Background: an optimization exercise with open tools, aiming at small area. Do not read the settings as production practice.
In this exercise RTL edits were held to simulation tests only and were not proved equivalent to the original.

## rev 12
==> flow/design.v (excerpt) <==
module FNDCounter(clk, rstn, clksel, ld, ld_val, seg, an);
    input clk;
    input rstn;
    input clksel;
    input ld;            
    input [31:0] ld_val;
    output [6:0] seg;    
    output [7:0] an;     
    reg [31:0] fndcnt;   
    reg [2:0]  fndsel;   
    wire fndovf1, fndovf2, refreshovf;
    Counter24 #(.W(20), .TAP(17), .JBIT(19), .TVAL(20'h71d94), .IVAL(20'h31d94)) fctr1(clk, rstn, fndovf1);
    Counter24 #(.W(19), .TAP(7),  .JBIT(3),  .TVAL(19'h28284), .IVAL(19'h28280)) fctr2(clk, rstn, fndovf2);
    Counter24 #(.W(17), .TAP(14), .JBIT(0),  .TVAL(17'h15c38), .IVAL(17'h05c38)) rctr(clk, rstn, refreshovf);
    BCDDecoder dec(.n(fndcnt), .an(an), .seg(seg));
    wire fndovf = clksel ? fndovf2 : fndovf1;
    assign an = ~(8'b1 << fndsel);
    wire [32:0] carry;
    assign carry[0] = fndovf;
    genvar i;
    generate
        for (i = 0; i < 32; i = i + 1) begin : inc
            assign carry[i+1] = carry[i] & fndcnt[i];
        end
    endgenerate
    always @(posedge clk or negedge rstn) begin
        if (!rstn)
            fndcnt <= 0;
        else
            fndcnt <= ld ? ld_val : (fndcnt ^ carry[31:0]);
    end
    always @(posedge clk or negedge rstn) begin
        if (!rstn)
            fndsel <= 0;
        else if (refreshovf)
            fndsel <= fndsel + 1;
    end
endmodule
clock: 150.0 ns
lec_check: 0
abc_area: 1
cap_margin: 20
core_margin: 2
core_utilization: 40
cts_buf_list: sky130_fd_sc_hd__clkbuf_8
slew_margin: 20
standard.sh (not shown) runs the stock make flow with config.mk's settings and CLKGATE_MAP_FILE= SYNTH_SCRIPT=/design/flow/synth_recipe.tcl, a recipe that flattens the netlist after the stock synthesis.
==> flow/flow/run.sh <==
#!/bin/bash
# Layout flow: the standard flow, except that
#  - synthesis maps the logic with an area-only ABC script (flow/abc_area.script)
#    in place of ORFS's abc_area.script, which sizes cells up for speed, and
#    without mapping adders to sky130 half/full adder cells (ADDER_MAP_FILE empty),
#    so that ABC optimizes that logic with the rest;
#  - ports are buffered with sky130_fd_sc_hd__buf_1.
# Synthesis itself is ORFS's (synth_recipe.tcl), so registers keep their names and cells.
set -euo pipefail
W=$(pwd)
rm -rf "$W/scripts_custom"
cp -r "$FLOW_HOME/scripts" "$W/scripts_custom"
cp "$W/flow/abc_area.script" "$W/scripts_custom/abc_area.script"
bash standard.sh synth "SCRIPTS_DIR=$W/scripts_custom" "ADDER_MAP_FILE=" > "$W/synth.log" 2>&1
bash standard.sh finish "BUFFER_PORTS_ARGS=-buffer_cell sky130_fd_sc_hd__buf_1" "CTS_ARGS=-sink_clustering_enable -repair_clock_nets -buf_list sky130_fd_sc_hd__clkbuf_8 -dont_use_dummy_load" > "$W/finish.log" 2>&1
==> flow/flow/abc_area.script <==
strash
dc2
&get -n
&deepsyn -T 30
&put
dc2
dch -f
amap
topo
Rev 12: full flow OK, the timing, DRC and antenna checks passed
> inputs changed (rev 12 -> rev 13)
- setting PLACE_DENSITY to 0.75 for the first time
- changing CORE_UTILIZATION from 40 to 65
- removing CTS_BUF_LIST (formerly sky130_fd_sc_hd__clkbuf_8)
diff --git a/flow/flow/run.sh b/flow/flow/run.sh
--- a/flow/flow/run.sh
+++ b/flow/flow/run.sh
@@ -5,5 +5,6 @@
 #    without mapping adders to sky130 half/full adder cells (ADDER_MAP_FILE empty),
 #    so that ABC optimizes that logic with the rest;
-#  - ports are buffered with sky130_fd_sc_hd__buf_1.
+#  - ports are buffered with sky130_fd_sc_hd__buf_1;
+#  - clock tree synthesis uses clkbuf_8 and adds no dummy loads.
 # Synthesis itself is ORFS's (synth_recipe.tcl), so registers keep their names and cells.
 set -euo pipefail
Findings:
The final layouts of rev 13 and rev 12 pass the timing, DRC and antenna checks. Cell count: rev 13 vs rev 12 down 102. As of rev 13, post-route cell area had fallen slightly compared to rev 12. Placed cell count, rev 13 and rev 12: higher on rev 12. Number of cells on the critical path (rev 13 / rev 12): 1.05. Comparing the two runs side by side, rev 13 comes out behind rev 12 on worst-case clock skew. | worst path required time | rev 13 vs rev 12 | ≈ equal |.

==> afterwards: timing with drivers on the ports <==
How much do the figures lean on ideal ports? The routed layouts below were timed once more, with nothing changed but the port constraints.
Step 1 assumes that a clkbuf_16 drives the clock port and a buf_2 every other input.
Step 2, shift: input delay + t, output delay - t, t = (earliest + latest rising clock arrival at the registers) / 2. This alone moves slack from input paths to output paths.
Slacks: ideal / step 1 / step 2; pairs: ideal / step 1.
| run | t (ns) | slack for setup (ns) | hold slack, ns | latest minus earliest clock arrival (ns) | worst slew at a driven data input, ns |
|---|---|---|---|---|---|
| rev 12 | 0.408 | 105.851 / 105.806 / 106.214 | 0.345 / 0.345 / 0.345 | 0.025 / 0.024 | 0.04 |
| rev 13 | 0.405 | 105.817 / 105.781 / 106.186 | 0.351 / 0.351 / 0.351 | 0.035 / 0.035 | 0.04 |
After both steps every run listed still meets setup and hold.
